From an optimization exercise on the open Yosys and OpenROAD flow, aimed at a short achievable clock period and few clock cycles; shortcuts taken in it are not production practice. No functional check of the RTL was part of this run.

<file path="design/flow/constraint.sdc">
create_clock -name core_clock -period 7.0 [get_ports {clk}]
set_input_delay 1.4000 -clock core_clock [delete_from_list [all_inputs] [get_ports {clk}]]
set_output_delay 1.4000 -clock core_clock [all_outputs]
set_load 0.01 [all_outputs]
</file>
<file path="design/flow/run.sh">
#!/bin/bash
# synth_recipe.tcl (not shown) runs the flow's synth.tcl, then flattens the netlist and writes it again
# the make line also repeats each setting of config.mk as NAME=value (left out here)
make -C /OpenROAD-flow-scripts/flow DESIGN_CONFIG=/design/flow/config.mk WORK_HOME=/design/flow/orfs CLKGATE_MAP_FILE= SYNTH_SCRIPT=/design/flow/synth_recipe.tcl finish
</file>
<file path="design/flow/design.v">
module cpu
(
   input  wire       rst,
   input  wire       clk,
   input  wire [7:0] imem_data,
   output wire [7:0] imem_addr,
   output wire       dmem_port_write,
   output wire [7:0] dmem_port_wdata,
   input  wire [7:0] dmem_port_rdata,
   output wire [7:0] dmem_port_addr
);
localparam IB  = 6;                
localparam N   = 1 << IB;          
localparam TB  = 8 - IB;           
localparam WIN = 8'd32;            
reg  [7:0]    fa;                  
reg  [7:0]    pf;                  
reg  [7:0]    pc;                  
reg  [7:0]    pc1, pc2, pc3;       
reg  [7:0]    tg1;                 
reg           q_jmp, q_cj, q_alu, q_ls, q_used;    
reg  [7:0]    ir_op;
reg           ir_opv;
reg  [7:0]    ir_arg;
reg           ir_argv;
reg  [7:0]    tgt;                 
reg  [7:0]    cd [0:N-1];          
reg  [TB-1:0] ct [0:N-1];          
reg  [N-1:0]  cv;                  
reg  [7:0]    acc;
reg  [7:0]    zr;                  
reg           cf;
reg           ex_ld;               
reg           ex_li;               
reg           ex_alu;              
reg           ex_imm;              
reg  [2:0]    ex_op;               
reg  [7:0]    ex_b;
reg  [7:0]    daddr;
reg  [7:0]    wdata;
reg           we;
assign imem_addr       = fa;
assign dmem_port_addr  = daddr;
assign dmem_port_wdata = wdata;
assign dmem_port_write = we;
function [8:0] ks_add;
   input [7:0] a;
   input [7:0] b;
   input       ci;
   reg   [7:0] g, p, g1, p1, g2, p2, g3;
   integer i;
   begin
      g = a & b;
      p = a ^ b;
      g[0] = g[0] | (p[0] & ci);
      for (i = 0; i < 8; i = i + 1) begin
         g1[i] = (i >= 1) ? (g[i] | (p[i] & g[i-1])) : g[i];
         p1[i] = (i >= 1) ? (p[i] & p[i-1]) : p[i];
      end
      for (i = 0; i < 8; i = i + 1) begin
         g2[i] = (i >= 2) ? (g1[i] | (p1[i] & g1[i-2])) : g1[i];
         p2[i] = (i >= 2) ? (p1[i] & p1[i-2]) : p1[i];
      end
      for (i = 0; i < 8; i = i + 1) begin
         g3[i] = (i >= 4) ? (g2[i] | (p2[i] & g2[i-4])) : g2[i];
      end
      ks_add = {g3[7], p ^ {g3[6:0], ci}};
   end
endfunction
function [7:0] ks_tgt;
   input [7:0] a;
   input [7:0] b;
   reg   [8:0] r;
   begin
      r      = ks_add(a, b, 1'b0);
      ks_tgt = r[7:0];
   end
endfunction
wire [7:0] bop = ex_imm ? ex_b : dmem_port_rdata;
wire       sub = ex_op[0];
wire [8:0] sum = ks_add(sub ? ~acc : acc, bop, ex_op[1] & cf);
reg  [7:0] lres;
always @(*) begin
   case (ex_op[1:0])
   2'd0: lres = ~(acc & bop);
   2'd1: lres = ~(acc | bop);
   2'd2: lres = acc ^ bop;
   default: lres = ~(acc ^ bop);
   endcase
end
wire [7:0] ares = ex_op[2] ? lres : sub ? ~sum[7:0] : sum[7:0];
wire       acar = ~ex_op[2] & ~sub & sum[8];
wire [7:0] acc_fwd = ex_alu ? ares : ex_ld ? dmem_port_rdata : ex_li ? ex_b : acc;
wire h2  = cv[pc2[IB-1:0]] && (ct[pc2[IB-1:0]] == pc2[7:IB]);
wire h3  = cv[pc3[IB-1:0]] && (ct[pc3[IB-1:0]] == pc3[7:IB]);
wire ht  = cv[tgt[IB-1:0]] && (ct[tgt[IB-1:0]] == tgt[7:IB]);
wire ht1 = cv[tg1[IB-1:0]] && (ct[tg1[IB-1:0]] == tg1[7:IB]);
wire p0  = (fa == pc);
wire p1  = (fa == pc1);
wire p2  = (fa == pc2);
wire p3  = (fa == pc3);
wire pt  = (fa == tgt);
wire pt1 = (fa == tg1);
wire a2  = h2  | p2;
wire a3  = h3  | p3;
wire at  = ht  | pt;
wire at1 = ht1 | pt1;
wire [7:0] c3  = cd[pc3[IB-1:0]];
wire [7:0] ct1 = cd[tg1[IB-1:0]];
wire [7:0] b2  = p2  ? imem_data : cd[pc2[IB-1:0]];
wire [7:0] b3  = p3  ? imem_data : c3;
wire [7:0] bt  = pt  ? imem_data : cd[tgt[IB-1:0]];
wire [7:0] bt1 = pt1 ? imem_data : ct1;
function [4:0] predecode;             
   input [7:0] o;
   reg ls, alu, jmp;
   begin
      ls  = (o[7:2] == 6'b000000);
      alu = (o[7:6] == 2'b01 || o[7:6] == 2'b10) && (o[5:3] == 3'b000);
      jmp = (o[7:2] == 6'b110000);
      predecode = {jmp, jmp & (o[1:0] != 2'd0), alu, ls, ls | alu | jmp};
   end
endfunction
wire zf = ~|zr;
wire nf = zr[7];
wire d_load  = q_ls & (ir_op[1:0] == 2'd0);
wire d_loadi = q_ls & (ir_op[1:0] == 2'd1);
wire d_store = q_ls & (ir_op[1:0] == 2'd2);
wire d_stori = q_ls & (ir_op[1:0] == 2'd3);
reg cnd;
always @(*) begin
   case (ir_op[1:0])
   2'd0: cnd = 1'b1;
   2'd1: cnd = zf;
   2'd2: cnd = cf;
   default: cnd = nf;
   endcase
end
wire hz      = q_cj & ex_alu;
wire needarg = q_used & ~(q_jmp & ~cnd);
wire issue   = ir_opv & (ir_argv | ~needarg) & ~hz;
wire tk      = q_jmp & cnd;           
wire iseq    = issue & ~tk;
wire itk     = issue & tk;
wire m_op  = ~(ir_opv | p0);
wire m_arg = ~(ir_argv | p1);
function [8:0] pf_at;                 
   input [7:0] p, base, npc;
   reg   [7:0] d, q, w;
   begin
      d = p - base;
      q = d[7] ? base : p;
      w = q - npc;
      pf_at = {(w < WIN), q};
   end
endfunction
wire [8:0] pfs = pf_at(pf, pc3, pc);
wire [8:0] pfq = pf_at(pf, pc + 8'd5, pc2);
wire [8:0] pft = pf_at(pf, tgt + 8'd3, tgt);
wire [8:0] pfx = itk ? pft : iseq ? pfq : pfs;
wire [7:0] pfx1 = itk ? pft[7:0] + 8'd1 : iseq ? pfq[7:0] + 8'd1 : pfs[7:0] + 8'd1;
wire [7:0] npc = itk ? tgt : iseq ? pc2 : pc;
reg  [7:0] dem;
reg        dem_v;
always @(*) begin
   dem_v = 1'b1;
   if (itk) begin
      if (!at)        dem = tgt;
      else if (!at1)  dem = tg1;
      else begin      dem = tgt; dem_v = 1'b0; end
   end
   else if (!issue && m_op)  dem = pc;
   else if (!issue && m_arg) dem = pc1;
   else if (!a2)             dem = pc2;
   else if (!a3)             dem = pc3;
   else begin                dem = pc2; dem_v = 1'b0; end
end
always @(posedge clk) begin
   cd[fa[IB-1:0]] <= imem_data;
   ct[fa[IB-1:0]] <= fa[7:IB];
end
always @(posedge clk or posedge rst) begin
   if (rst) begin
      cv <= {N{1'b0}};
   end
   else begin
      cv[fa[IB-1:0]] <= 1'b1;
   end
end
always @(posedge clk or posedge rst) begin
   if (rst) begin
      fa      <= 8'd0;
      pf      <= 8'd3;
      pc      <= 8'd0;
      pc1     <= 8'd1;
      pc2     <= 8'd2;
      pc3     <= 8'd3;
      ir_op   <= 8'd0;
      ir_opv  <= 1'b0;
      ir_arg  <= 8'd0;
      ir_argv <= 1'b0;
      tgt     <= 8'd0;
      tg1     <= 8'd1;
      q_jmp   <= 1'b0;
      q_cj    <= 1'b0;
      q_alu   <= 1'b0;
      q_ls    <= 1'b0;
      q_used  <= 1'b0;
   end
   else begin
      if (dem_v) begin
         fa <= dem;
         pf <= pfx[7:0];
      end
      else if (pfx[8]) begin
         fa <= pfx[7:0];
         pf <= pfx1;
      end
      else begin
         fa <= npc;
         pf <= pfx[7:0];
      end
      if (itk) begin
         pc      <= tgt;
         pc1     <= tg1;
         pc2     <= tgt + 8'd2;
         pc3     <= tgt + 8'd3;
         ir_opv  <= at;
         ir_op   <= bt;
         {q_jmp, q_cj, q_alu, q_ls, q_used} <= predecode(bt);
         ir_argv <= at1;
         ir_arg  <= bt1;
         tgt     <= pt1 ? ks_tgt(fa, imem_data) : ks_tgt(tg1, ct1);
         tg1     <= pt1 ? ks_tgt(tgt + 8'd2, imem_data) : ks_tgt(tgt + 8'd2, ct1);
      end
      else if (iseq) begin
         pc      <= pc2;
         pc1     <= pc3;
         pc2     <= pc + 8'd4;
         pc3     <= pc + 8'd5;
         ir_opv  <= a2;
         ir_op   <= b2;
         {q_jmp, q_cj, q_alu, q_ls, q_used} <= predecode(b2);
         ir_argv <= a3;
         ir_arg  <= b3;
         tgt     <= p3 ? ks_tgt(fa, imem_data) : ks_tgt(pc3, c3);
         tg1     <= p3 ? ks_tgt(pc + 8'd4, imem_data) : ks_tgt(pc + 8'd4, c3);
      end
      else begin
         if (!ir_opv && p0) begin
            ir_opv <= 1'b1;
            ir_op  <= imem_data;
            {q_jmp, q_cj, q_alu, q_ls, q_used} <= predecode(imem_data);
         end
         if (!ir_argv && p1) begin
            ir_argv <= 1'b1;
            ir_arg  <= imem_data;
            tgt     <= ks_tgt(pc1, imem_data);
            tg1     <= ks_tgt(pc2, imem_data);
         end
      end
   end
end
always @(posedge clk or posedge rst) begin
   if (rst) begin
      acc    <= 8'd0;
      zr     <= 8'd1;
      cf     <= 1'b0;
      ex_ld  <= 1'b0;
      ex_li  <= 1'b0;
      ex_alu <= 1'b0;
      ex_imm <= 1'b0;
      ex_op  <= 3'd0;
      ex_b   <= 8'd0;
      daddr  <= 8'd0;
      wdata  <= 8'd0;
      we     <= 1'b0;
   end
   else begin
      acc <= acc_fwd;
      if (ex_alu) begin
         zr <= ares;
         cf <= acar;
      end
      ex_ld  <= issue & d_load;
      ex_li  <= issue & d_loadi;
      ex_alu <= issue & q_alu;
      we     <= issue & (d_store | d_stori);
      if (issue) begin
         ex_imm <= ir_op[2];
         ex_op  <= {ir_op[7], ir_op[1:0]};
         ex_b   <= ir_arg;
         if (d_load | q_alu | d_store)
            daddr <= ir_arg;
         if (d_stori)
            daddr <= acc_fwd;
         if (d_store)
            wdata <= acc_fwd;
         if (d_stori)
            wdata <= ir_arg;
      end
   end
end
endmodule
</file>
<file path="design/flow/config.mk">
export PLATFORM = sky130hd
export DESIGN_NAME = cpu
export DESIGN_NICKNAME = cpu
export VERILOG_FILES = /design/flow/design.v
export SDC_FILE = /design/flow/constraint.sdc
export NUM_CORES = 4
export LEC_CHECK = 0
export CAP_MARGIN = 20
export CORE_MARGIN = 2
export CORE_UTILIZATION = 40
export SETUP_SLACK_MARGIN = 4.5
export SLEW_MARGIN = 20
</file>
==> metrics.cfg <==
[global_routing]
grt_pass1_vias = 43300
grt_usage_pct = 31.3
antenna_found_initial = 12
grt_max_degree = 127
grt_overflow = 0
grt_pass1_wl_mm = 325

[die]
die_h_um = 380
core_sq_um = 141000
die_area_sq_um = 145000
ios = 43
chipWidth_um = 380
start_util_pct = 40.2
rows = 138

[critical_path]
crit_fanout = 6
start_kind = register
setup.worst_path.start = tg1[0]
crit_required_ns = 7.65
r2r-start = tg1[0]
r2r_end = tgt[7]
cp_data_arrival_time_ns = 5.65
r2r_slack_ns = 2.00
path_class = reg -> reg
cp-end-kind = register
worstRegToRegCells = 17
crit_end = tgt[7]

[place]
placed_cells = 5869
gp_congestion = 0.953
dpl.hpwl_mm = 138
portBuffers = 42

[logic_synthesis]
netlist_area_sq_um = 56700
synth_area_leader_cell = edfxtp_1
ys_seq_area_share_pct = 42.6
synth_cell_types = 95
yosys-top-cells-area = edfxtp_1, mux4_2, dfrtp_1
synthTopCellsByCount = mux4_2, edfxtp_1, nand2_1
synth_top_area_share_pct = 33.9
synthArstFlopShare_pct = 23.4
synthFlopType = edfxtp_1
avgSynthCellArea_sq_um = 13.7
yosysMostFrequentCell = mux4_2
ys_warn_count = 1
synth-edff-count = 640
ys_ff_latch = 836
syn_nets = 4299
synthCells = 4136

[timing]
rsz0062_at_grt = yes
min_period_ns = 5.00
max_freq_mhz = 200
period_share_pct = 71.5
fin_skew_ns = 0.0811
setup_violations = 0
hold_violations = 0
timing.slew.headroom_pct = 20.6
maxSlewViolCount = 0
tightest_slew_ns = 1.19
setup_tns_ns = 0

[drt]
postRouteAntennaNets = 0
drc_errors = 0
drt-total-wl_mm = 234
drt-initial-drc-count = 7062
wl_met2_mm = 101
drt-met1-wl_mm = 80.0
dr.pass1.iters = 8
routed_via_density = 6.95
via_count = 45100
highest_layer = met5
wl_per_cell_um = 36.1
routed-wl-met3_mm = 35.7

[clock_tree]
clk_latency_ns = 0.78
cts_tree = yes
cts.path.max_buffers = 3
numCtsBuffers = 96
cts_htree_levels = 3
path_clk_slew_ns = 0.06
hold_buffers = 0
clkSinkCount = 836
cts_root_buf = clkbuf_16

[cells_and_area]
final_cells = 6491
post-route-util_pct = 50.5
syn2layout_area_growth_pct = 25.8
drive_gt1_share_pct = 41.3
nNetsFinal = 4674

[worst_hold_path]
hold_start = ir_op[2]
hold_class = reg -> reg

[job]
maxCapViolCount = 0

[status]
status = finished clean

logic make-up after synthesis:
group | synth area share (%)
multiplexers | 32.4
flip-flops | 42.6
AND/OR/NAND/NOR | 6.23
AO/OA/AOI/OAI | 9.00
buffers and inverters | 3.51
XOR/XNOR | 2.91
adder cells (fa/ha/maj) | 3.36
layout by cell type (no fill, tap or decap), types with 23 or more instances in the layout:
cell / instances
o21ai_0: 100
buf_16: 50
a211oi_1: 37
nor2_4: 60
inv_1: 109
o211ai_1: 28
nor3_1: 80
ha_4: 25
mux2i_1: 187
a21oi_2: 30
ha_1: 106
dfrtp_1: 165
edfxtp_1: 640
mux4_2: 703
a22oi_1: 23
o21bai_1: 83
nor4_1: 31
o21ai_1: 35
xnor2_1: 97
nand3_1: 32
nor2b_1: 30
a21oi_1: 166
o22ai_1: 24
nand2_1: 252
buf_6: 65
nor2_1: 159
xor2_1: 65
buf_12: 104
buf_4: 319
clkbuf_16: 106
a21o_1: 28
metrics by stage:
step	area (sq um)	hold WS, ns	setup slack (ns)
final	71300	0.463	2.00
after global routing	71300	0.500	1.86
after CTS	69200	0.466	2.09
after detailed placement	59700	0.455	1.10
after global placement	59700	0.452	1.18
after floorplan	57900	0.439	1.58
what timing repair did:
item                       in CTS  in global routing
setup endpoints to repair     685                514
cloned                         43                 12
pin swaps                     138                119
resized for setup             606                187
setup buffers                 274                105
critical path: stages (launching register included):
cell and delay [ns]:
dfstp_4 0.74, buf_12 0.19, buf_12 0.14, buf_12 0.11, mux4_2 0.53, mux4_2 0.59
mux4_2 0.70, ha_1 0.41, inv_1 0.11, o21bai_4 0.18, a21oi_2 0.09, o21bai_1 0.17
a21oi_2 0.08, xnor2_1 0.13, xnor2_1 0.14, a211o_1 0.28, o311ai_1 0.09, a22o_1 0.17
sequential cells by signal, indices dropped and copies added, names as in the netlist, 3 cells and up:
| register | flops |
|---|---|
| zr | 8 |
| pc3 | 8 |
| tgt | 8 |
| ex_op | 3 |
| pf | 8 |
| pc2 | 8 |
| daddr | 8 |
| cd | 512 |
| wdata | 8 |
| ir_op | 4 |
| fa | 8 |
| ir_arg | 8 |
| ct | 128 |
| tg1 | 8 |
| pc1 | 8 |
| pc | 8 |
| acc | 8 |
| cv | 64 |
| ex_b | 8 |
worst min-delay path by stage:
stage | slack, ns | end | depth (start not counted)
global placement | 0.45 | ex_imm | 2
global route | 0.50 | ex_imm | 2
finish | 0.46 | ex_imm | 2
CTS | 0.47 | ex_imm | 2
detailed placement | 0.46 | ex_imm | 2
floorplan | 0.44 | ex_imm | 2
per-layer routing:
layer,vias to the layer above,track usage [%]
met3,1040,12.0
met4,12,18.2
met2,3828,46.0
li1,17500,-
met1,22700,39.4
met5,-,0.529
area by class of cell:
type                    count  area [sq um]
fillers                 11600         69800
multi-input cells        2840         33200
repair buffers            598          7610
inverters                 139           566
clock buffers             124          2600
well taps                1890          2360
diodes                      8          20.0
flip-flops and latches    836         24200
clock inverters            56           726

separate check: timing with driven ports:
How much do the figures lean on ideal ports? The routed layout below was timed once more, with nothing changed but the port constraints.
Step 1: set_driving_cell puts a clkbuf_16 on clk and a buf_2 on each other input, an assumption about the parent block.
Step 2 also shifts input and output timing later by t, the mid clock arrival at the registers, as if the neighbouring blocks saw the same clock.
Slacks: ideal / step 1 / step 2; pairs: ideal / step 1.
t, ns: 0.819
setup WS [ns]: 1.997 / 1.997 / 1.997
worst setup path after step 2: register to register
pins driven straight from the clock port: 1
After both steps this run still meets setup and hold. For this run, drivers alone change the setup slack by 0.000 ns; drivers and shift together by 0.000 ns.
